Source: an optimization exercise on an open RTL-to-GDS flow (aim: small area). Production flows keep margins and buffers that such runs may drop.
Function was checked by simulation only, so behaviour that the tests miss may differ from the original.

## flow/design.v (module list and top-level ports; edited modules follow where they fit)
// module fma_fa: 4 lines
// module fma_bpp: 3 lines
// module fma_pipeline: 1700 lines
module fma_pipeline #(
    parameter FP = 32,
    parameter FPexp = 8,
    parameter FPfrac = 23
    )(
    input   wire                    clk,
    input   wire                    rst_n,
    input   wire                    valid_in,
    input   wire    [FP - 1 : 0]    A_in,
    input   wire    [FP - 1 : 0]    B_in,
    input   wire    [FP - 1 : 0]    C_in,
    output  wire                    valid_out,
    output  wire    [FP - 1 : 0]    F_out
    );
  // ...
==> flow/flow/run.sh <==
#!/bin/bash
# Own layout flow: the standard flow, except that
#  - the final technology mapping in synthesis uses an area-oriented ABC script
#    (area.abc) with a delay target, and
#  - the port buffers that placement inserts are sky130_fd_sc_hd__buf_1.
# Everything else (synthesis passes, register names, floorplan, power grid,
# placement, CTS, routing) is the standard flow.
set -uo pipefail
HERE=$(pwd)
FLOWDIR=$HERE/flow
ABC_D=$(cat $FLOWDIR/abc_delay_ps)
sed -e "s/{D}/$ABC_D/g" $FLOWDIR/area.abc > $HERE/area_d.abc

# synthesis script: the standard flow's, with yosys' abc command wrapped to use our script
cat > $HERE/my_synth.tcl <<EOT
proc abc {args} {
  set out {}
  set i 0
  while {\$i < [llength \$args]} {
    set a [lindex \$args \$i]
    if {\$a eq "-script"} {
      incr i
      lappend out -script $HERE/area_d.abc
    } elseif {\$a eq "-D"} {
      incr i
      lappend out -D $ABC_D
    } else {
      lappend out \$a
    }
    incr i
  }
  if {[lsearch -exact \$out -D] < 0} { lappend out -D $ABC_D }
  yosys abc {*}\$out
}
source $HERE/synth_recipe.tcl
EOT

sed -e "s#SYNTH_SCRIPT=[^ ]*#SYNTH_SCRIPT=$HERE/my_synth.tcl#" standard.sh > $HERE/my_standard.sh
bash $HERE/my_standard.sh synth > $HERE/synth.log 2>&1 || { echo "synthesis failed"; tail -20 $HERE/synth.log; exit 1; }
export BUFFER_PORTS_ARGS="-buffer_cell sky130_fd_sc_hd__buf_1"
bash standard.sh > $HERE/layout.log 2>&1 || { echo "layout failed"; tail -20 $HERE/layout.log; exit 1; }
==> flow/flow/abc_delay_ps <==
7000
==> flow/flow/area.abc <==
strash
dc2
balance
rewrite
refactor
balance
rewrite
rewrite -z
balance
refactor -z
rewrite -z
balance
dc2
dch
map -D {D}
topo
buffer -c
upsize -c -D {D}
dnsize -c -D {D}
==> flow/standard.sh <==
#!/bin/bash
# synth_recipe.tcl (not shown) runs the flow's synth.tcl, then flattens the netlist and writes it again
# the make line also repeats each setting of config.mk as NAME=value (left out here)
make -C /OpenROAD-flow-scripts/flow DESIGN_CONFIG=/design/flow/config.mk WORK_HOME=/design/flow/orfs CLKGATE_MAP_FILE= SYNTH_SCRIPT=/design/flow/synth_recipe.tcl "${@:-finish}"
==> flow/config.mk <==
export PLATFORM = sky130hd
export DESIGN_NAME = fma_pipeline
export DESIGN_NICKNAME = fma_pipeline
export VERILOG_FILES = /design/flow/design.v
export SDC_FILE = /design/flow/constraint.sdc
export NUM_CORES = 4
export LEC_CHECK = 0
export CAP_MARGIN = 20
export CORE_MARGIN = 2
export CORE_UTILIZATION = 40
export CTS_CLUSTER_DIAMETER = 100
export CTS_CLUSTER_SIZE = 28
export SLEW_MARGIN = 20
export SYNTH_HIERARCHICAL = 1
==> flow/constraint.sdc <==
create_clock -name core_clock -period 10.5 [get_ports {clk}]
set_input_delay 2.1000 -clock core_clock [delete_from_list [all_inputs] [get_ports {clk}]]
set_output_delay 2.1000 -clock core_clock [all_outputs]
set_load 0.01 [all_outputs]
==> metrics.cfg, run 1 <==
[status]
status=complete, but fails checks
so_faults=setup timing

[floorplan]
ioPinCount=132

[sta]
grt_setup_unrepaired=yes
slew_headroom_pct=31.6
setup_viol=115
skew_ns=0.0197
timing.final.ws_setup_ns=-2.00

[clocking]
cts_tree=built

[routing]
drcViolationCount=0
viasPerCell=5.42

[placement]
place_inst=4762

[setup_path]
crit_start=e1[0]
path_common_cell=buf_4
critPathTopFamily=buffers and inverters
r2r_cells=97
path_max_fanout=7
criticalPathCategory=flip-flop to flip-flop

[grt]
grt_pass1_vias=25500

[final_layout]
multi_input_area_share_pct=60.2
n_antenna_cell=0
top_area_cell_class=multi-input gates

[synthesis]
yosysMostFrequentCell=nand2_1
syn_inst=3243

==> run 2, diff against run 1 <==
--- a/flow/design.v
+++ b/flow/design.v
@@ -15,16 +15,44 @@
     input   wire                    rst_n,
     input   wire                    valid_in,
     input   wire    [FP - 1 : 0]    A_in,
     input   wire    [FP - 1 : 0]    B_in,
     input   wire    [FP - 1 : 0]    C_in,
     output  wire                    valid_out,
     output  wire    [FP - 1 : 0]    F_out
     );
+    function automatic [9:0] inc10(input [9:0] x);
+        integer i;
+        reg c;
+        begin
+            c = 1'b1;
+            for (i = 0; i < 10; i = i + 1) begin
+                inc10[i] = x[i] ^ c;
+                c = c & x[i];
+            end
+        end
+    endfunction
+    function automatic [9:0] ebias(input [7:0] a, input [7:0] b);
+        integer i;
+        reg c;
+        reg [8:0] s;
+        begin
+            c = 1'b1;
+            for (i = 0; i < 8; i = i + 1) begin
+                s[i] = a[i] ^ b[i] ^ c;
+                c = (a[i] & b[i]) | (a[i] & c) | (b[i] & c);
+            end
+            s[8] = c;
+            ebias[6:0] = s[6:0];
+            ebias[7]   = ~s[7];
+            ebias[8]   = s[8] ^ ~s[7];
+            ebias[9]   = ~s[8] & ~s[7];
+        end
+    endfunction
     wire [7:0]  eA = A_in[30:23];
     wire [7:0]  eB = B_in[30:23];
     wire [23:0] mA = {|eA, A_in[22:0]};
     wire [23:0] mB = {|eB, B_in[22:0]};
     wire bo_0 = mB[0] ^ 1'b0;
     wire bt_0 = mB[1] ? ~(mB[0] | 1'b0) : (mB[0] & 1'b0);
     wire bn_0 = mB[1];
     wire pp_0_0 = ~(((bo_0 & mA[0])) ^ bn_0);
@@ -1447,19 +1475,19 @@
     wire mc_g86 = mg[44] | (mp[44] & mc_g53);
     wire mc_p86 = mp[44] & mc_p53;
     wire mc_g87 = mg[46] | (mp[46] & mc_g64);
     wire mc_p87 = mp[46] & mc_p64;
     wire [47:0] mcy = {(mc_g87 | mc_p87), (mc_g64 | mc_p64), (mc_g86 | mc_p86), (mc_g53 | mc_p53), (mc_g85 | mc_p85), (mc_g63 | mc_p63), (mc_g84 | mc_p84), (mc_g48 | mc_p48), (mc_g83 | mc_p83), (mc_g62 | mc_p62), (mc_g82 | mc_p82), (mc_g52 | mc_p52), (mc_g81 | mc_p81), (mc_g61 | mc_p61), (mc_g80 | mc_p80), (mc_g45 | mc_p45), (mc_g79 | mc_p79), (mc_g60 | mc_p60), (mc_g78 | mc_p78), (mc_g51 | mc_p51), (mc_g77 | mc_p77), (mc_g59 | mc_p59), (mc_g76 | mc_p76), (mc_g47 | mc_p47), (mc_g75 | mc_p75), (mc_g58 | mc_p58), (mc_g74 | mc_p74), (mc_g50 | mc_p50), (mc_g73 | mc_p73), (mc_g57 | mc_p57), (mc_g72 | mc_p72), (mc_g42 | mc_p42), (mc_g71 | mc_p71), (mc_g56 | mc_p56), (mc_g70 | mc_p70), (mc_g49 | mc_p49), (mc_g69 | mc_p69), (mc_g55 | mc_p55), (mc_g68 | mc_p68), (mc_g36 | mc_p36), (mc_g67 | mc_p67), (mc_g54 | mc_p54), (mc_g66 | mc_p66), (mc_g24 | mc_p24), (mc_g65 | mc_p65), (mc_g0 | mc_p0), (mg[0] | mp[0]), 1'b1};
     wire [47:0] prod = ~(mp ^ mcy);
     wire        pzero = ~(|A_in[30:0]) | ~(|B_in[30:0]);
     wire        inf   = (&eA) | (&eB);
-    wire [9:0]  esum  = {2'b0, eA} + {2'b0, eB} - 10'd127;
+    wire [9:0]  esum  = ebias(eA, eB);
     wire [9:0]  e_raw = inf ? 10'd255 : esum;
-    wire [9:0]  e_n   = pzero ? 10'd0 : (prod[47] ? e_raw + 10'd1 : e_raw);
+    wire [9:0]  e_n   = pzero ? 10'd0 : (prod[47] ? inc10(e_raw) : e_raw);
     wire [46:0] p_n   = prod[47] ? prod[47:1] : prod[46:0];
     reg         v1;
     reg         s1;
     reg  [9:0]  e1;
     reg  [46:0] p1;
     reg         v2;
     reg         acc_s;
     reg  [9:0]  acc_e;
@@ -1656,17 +1684,17 @@
     wire [46:0] c1 = {(lc_g59 | lc_p59), (lc_g81 | lc_p81), (lc_g48 | lc_p48), (lc_g80 | lc_p80), (lc_g58 | lc_p58), (lc_g79 | lc_p79), (lc_g43 | lc_p43), (lc_g78 | lc_p78), (lc_g57 | lc_p57), (lc_g77 | lc_p77), (lc_g47 | lc_p47), (lc_g76 | lc_p76), (lc_g56 | lc_p56), (lc_g75 | lc_p75), (lc_g41 | lc_p41), (lc_g74 | lc_p74), (lc_g55 | lc_p55), (lc_g73 | lc_p73), (lc_g46 | lc_p46), (lc_g72 | lc_p72), (lc_g54 | lc_p54), (lc_g71 | lc_p71), (lc_g42 | lc_p42), (lc_g70 | lc_p70), (lc_g53 | lc_p53), (lc_g69 | lc_p69), (lc_g45 | lc_p45), (lc_g68 | lc_p68), (lc_g52 | lc_p52), (lc_g67 | lc_p67), (lc_g39 | lc_p39), (lc_g66 | lc_p66), (lc_g51 | lc_p51), (lc_g65 | lc_p65), (lc_g44 | lc_p44), (lc_g64 | lc_p64), (lc_g50 | lc_p50), (lc_g63 | lc_p63), (lc_g34 | lc_p34), (lc_g62 | lc_p62), (lc_g49 | lc_p49), (lc_g61 | lc_p61), (lc_g23 | lc_p23), (lc_g60 | lc_p60), (lc_g0 | lc_p0), (lg[0] | lp[0]), 1'b1};
     wire        cout0 = lc_g82;
     wire        ge    = lc_g82 | lc_p82;
     wire [46:0] csel  = sub ? (ge ? c1 : ~c0) : c0;
     wire [46:0] mag   = lp ^ csel;
     wire        neg   = sub & ~ge;
     wire        ovf   = ~sub & cout0;
     wire        s_sum = s_big ^ neg;
-    wire [9:0]  e_sum = ovf ? e_big + 10'd1 : e_big;
+    wire [9:0]  e_sum = ovf ? inc10(e_big) : e_big;
     wire [46:0] f_sum = ovf ? {1'b1, mag[46:1]} : mag;
     wire        o_zero = acc_e[9];
     wire        o_inf  = acc_e[8] | (&acc_e[7:0]);
     wire [7:0]  e_out = o_zero ? 8'd0 : (o_inf ? 8'hff : acc_e[7:0]);
     wire [22:0] f_out = (o_zero | o_inf) ? 23'd0 : acc_f[45:23];
     reg         v3, v4, v5;
     reg  [31:0] o3, o4, o5;
     always @(posedge clk) begin
==> flow/flow/area.abc (replaced) <==
strash
dch
map -D {D}
topo
buffer -c
upsize -c -D {D}
dnsize -c -D {D}
==> run 2 against run 1 <==
Die area is 1.9% higher; area after synthesis grew 2.0%; sequential share of layout area rose by 2.9 points; core utilization decreased by 12 points; routed wire length is 5.5% lower; the run now finishes clean.
==> metrics.cfg, run 2 <==
[synthesis]
synth_seq_area_share_pct=16.1  ; was 16.4%
synthArstFlopShare_pct=0  ; unchanged
ys_ff_latch=217  ; unchanged
netlist.area_leader.share_pct=20.2  ; was 20.1%
yosysUniqueCellTypes=40  ; was 55
synth_area_um2=27000  ; was 26500 µm²
avgSynthCellArea_um2=7.94  ; was 8.17 µm²
synth_nets=3941  ; was 3776
synth_ff_type=dfxtp_1  ; unchanged
synth_largest_area_cell=fa_1  ; unchanged
synth_enable_flop_cells=0  ; unchanged
yosysMostFrequentCell=nand2_1  ; unchanged
yosysWarnings=7  ; unchanged
syn_inst=3401  ; was 3243
synth.area.top_cells=fa_1 (20%), dfxtp_1 (16%), xor2_1 (13%), ha_1 (7.8%), a22oi_1 (7.8%)  ; was fa_1 (20%), dfxtp_1 (16%), xor2_1 (14%), a22oi_1 (8.6%), ha_1 (7.9%)
synth_commonest_cells=nand2_1 (498), xor2_1 (410), inv_1 (347), a22oi_1 (281), fa_1 (272)  ; was nand2_1 (453), xor2_1 (411), a22oi_1 (302), inv_1 (301), fa_1 (266)

[sta]
worst_slew_pin_slew_ns=1.19  ; was 1.03 ns
finalMaxSlewViolations=0  ; unchanged
whs_ns=0.326  ; was 0.331 ns
skew_ns=0.0133  ; was 0.0197 ns
post-route-min-period_ns=9.74  ; was 12.50 ns
fin_crit_sh_pct=92.7  ; was 119%
setup_viol=0  ; was 115
timing.final.ws_setup_ns=0.765  ; was -2.00 ns
hold_violations=0  ; unchanged
fmaxAchievable_ghz=0.103  ; was 0.0800 GHz
slew_headroom_pct=20.4  ; was 31.6%

[grt]
grt_first_pass_wirelength_mm=144  ; was 145 mm
grt_max_degree=59  ; was 57
overflow=0  ; unchanged
grt_use_total_pct=26.3  ; was 26.9%
grt_pass1_vias=24400  ; was 25500
antenna_found_initial=1  ; unchanged

[final_layout]
fillCellCount=6939  ; was 6002
final_cell_mix=nand2_1 (495), xor2_1 (408), inv_1 (344), a22oi_1 (281), fa_1 (272)  ; was buf_4 (750), nand2_1 (417), xor2_1 (398), a22oi_1 (289), inv_1 (285)
layout_commonest_cell=nand2_1  ; was buf_4
instances_no_fill=4418  ; was 4990
nets=4085  ; was 4658
fin_util_pct=44.0  ; was 56.2%
n_antenna_cell=0  ; unchanged
drive_above_1_share_pct=5.05  ; was 29.1%
top_regs=acc_f x47, p1 x47  ; unchanged
syn_to_final_growth_pct=9.25  ; was 39.2%

[floorplan]
ioPinCount=132  ; unchanged
dieArea_um2=69600  ; was 68300 µm²
die_w_um=264  ; was 261 µm
die_h_um=264  ; was 261 µm
floorplan.rows=95  ; was 94
core_area_um2=67000  ; was 65600 µm²
initial_utilization_pct=40.3  ; was 40.4%

[routing]
drtIter0Drc=2597  ; was 2426
met3WireLength_mm=8.56  ; was 6.83 mm
wl_met1_mm=38.7  ; was 41.4 mm
drt_first_pass_iters=6  ; was 7
top_layer=met5  ; unchanged
detail_route.wl_per_cell_um=21.1  ; was 19.7 µm
vias=25000  ; was 27000
drcViolationCount=0  ; unchanged
ant_nets=0  ; unchanged
viasPerCell=5.65  ; was 5.42
met2_length_mm=42.5  ; was 46.8 mm
wl_mm=93.1  ; was 98.5 mm

[setup_path]
criticalPathCategory=flip-flop to flip-flop  ; unchanged
r2r_slack_ns=0.76  ; was -2.00 ns
path_common_cell=inv_1  ; was buf_4
cp_slowest_cell=ha_1  ; unchanged
crit_arrival_ns=10.10  ; was 12.91 ns
required_ns=10.86  ; was 10.91 ns
critPathTopFamily=compound AO/OA/AOI/OAI gates  ; was buffers and inverters
slowest_delay_ns=0.37  ; was 0.34 ns
path_max_fanout=58  ; was 7
cp.buffers_inverters=16  ; was 61
startpoint_type=flip-flop  ; unchanged
crit_path_end_kind=flip-flop  ; unchanged

[placement]
place_inst=4401  ; was 4762
finalWeightedCongestion=0.972  ; was 0.966
io_buffers=131  ; unchanged
post-place-ws_ns=0.261  ; was -1.51 ns
dp_hpwl_mm=71.8  ; was 72.2 mm

[clocking]
clk_latency_ns=0.49  ; was 0.52 ns
cts-hold-fix-buffers=0  ; unchanged
h-tree-depth=1  ; unchanged
cts_buffers=11  ; was 12
clockRootBuffer=clkbuf_16  ; unchanged
path_clk_slew_ns=0.11  ; about the same
cts_tree=built  ; unchanged
cts.sinks=217  ; unchanged
clk_path_buf_depth=3  ; unchanged

[hold_path]
hold_class=flip-flop to flip-flop  ; unchanged

[run]
cap_viol_max_count=0  ; unchanged

[status]
status=no timing/DRC/antenna violations  ; was complete, but fails checks

[run 2: cell types whose count changed after synthesis, moves of 15 or more]
cell	change
o21ai_1	-25
o21ai_0	+18
buf_2	-15
nor2_1	+30
a21oi_1	+35
clkbuf_1	+28
a21o_1	-19
nand2_1	+45
o221ai_1	+29
inv_1	+46
a22oi_1	-21
[run 2: cells by family after synthesis]
logic type | count (synthesis) | synth area share [%]
compound gates | 925 | 21.3
simple gates | 887 | 13.1
buf+inv | 474 | 6.59
fa+ha+maj | 441 | 28.0
xor+xnor | 436 | 14.1
flops | 217 | 16.1
mux | 21 | 0.778
[run 2: metal layers]
| metal | global-route usage, % | vias to the layer above |
|---|---|---|
| li1 | - | 11800 |
| met2 | 43.3 | 1205 |
| met5 | 0 | - |
| met3 | 4.33 | 182 |
| met4 | 8.51 | 2 |
| met1 | 35.1 | 11800 |
[run 2: path summary, 6_finish.rpt]
check                                 end      from  cells after the start
worst min-delay path               o5[11]    o4[11]                      0
worst max-delay path            acc_f[23]  acc_e[2]                     56
worst min register to register     o5[11]    o4[11]                      0
worst max register to register  acc_f[23]  acc_e[2]                     56
[run 2: timing repair]
action,in CTS,in global routing
gates resized for setup,0,11
endpoints found under the setup margin,0,51
setup buffers,0,4
[run 2: final cells by class]
class                   count  area [µm²]  share of cell area, %
clock buffers              12         279                  0.946
clock inverters             1        8.76                 0.0297
inverters                 357        1350                   4.58
multi-input cells        2710       21000                   71.0
flip-flops and latches    217        4340                   14.7
well taps                 873        1090                   3.70
repair buffers            248        1480                   5.00
[run 2: per-stage QoR]
stage | TNS (ns) | area (µm²)
after floorplan | 0 | 27000
after global placement | 0 | 29100
after detailed placement | 0 | 29100
after CTS | 0 | 29400
after global routing | -0.00379 | 29500
final | 0 | 29500
[run 2: modules after synthesis, one instance, submodules excluded]
| module | cell area [µm²] | cells | flops+latches |
|---|---|---|---|
| fma_bpp | 16.3 | 2 | 0 |
| fma_fa | 20.0 | 1 | 0 |
| fma_pipeline | 17200 | 2585 | 217 |

what the ideal ports hide:
How much do the figures lean on ideal ports? The routed layouts below were timed once more, with nothing changed but the port constraints.
Step 1 assumes that a clkbuf_16 drives the clock port and a buf_2 every other input.
Step 2 also shifts input and output timing later by t, the mid clock arrival at the registers, as if the neighbouring blocks saw the same clock.
Three values: no drivers, after step 1, after step 2; two values: the first two.
| run | shift t [ns] | setup slack, ns | worst setup path at the end | clock arrival spread, ns | pins driven straight from the clock port |
|---|---|---|---|---|---|
| run 1 | 0.559 | -1.999 / -1.999 / -1.999 | register to register | 0.020 / 0.020 | 1 |
| run 2 | 0.536 | 0.765 / 0.765 / 0.305 | input to register | 0.014 / 0.014 | 1 |
The setup slack of run 2, which loses most, moves by 0.000 ns with the drivers and by -0.460 ns with both steps.
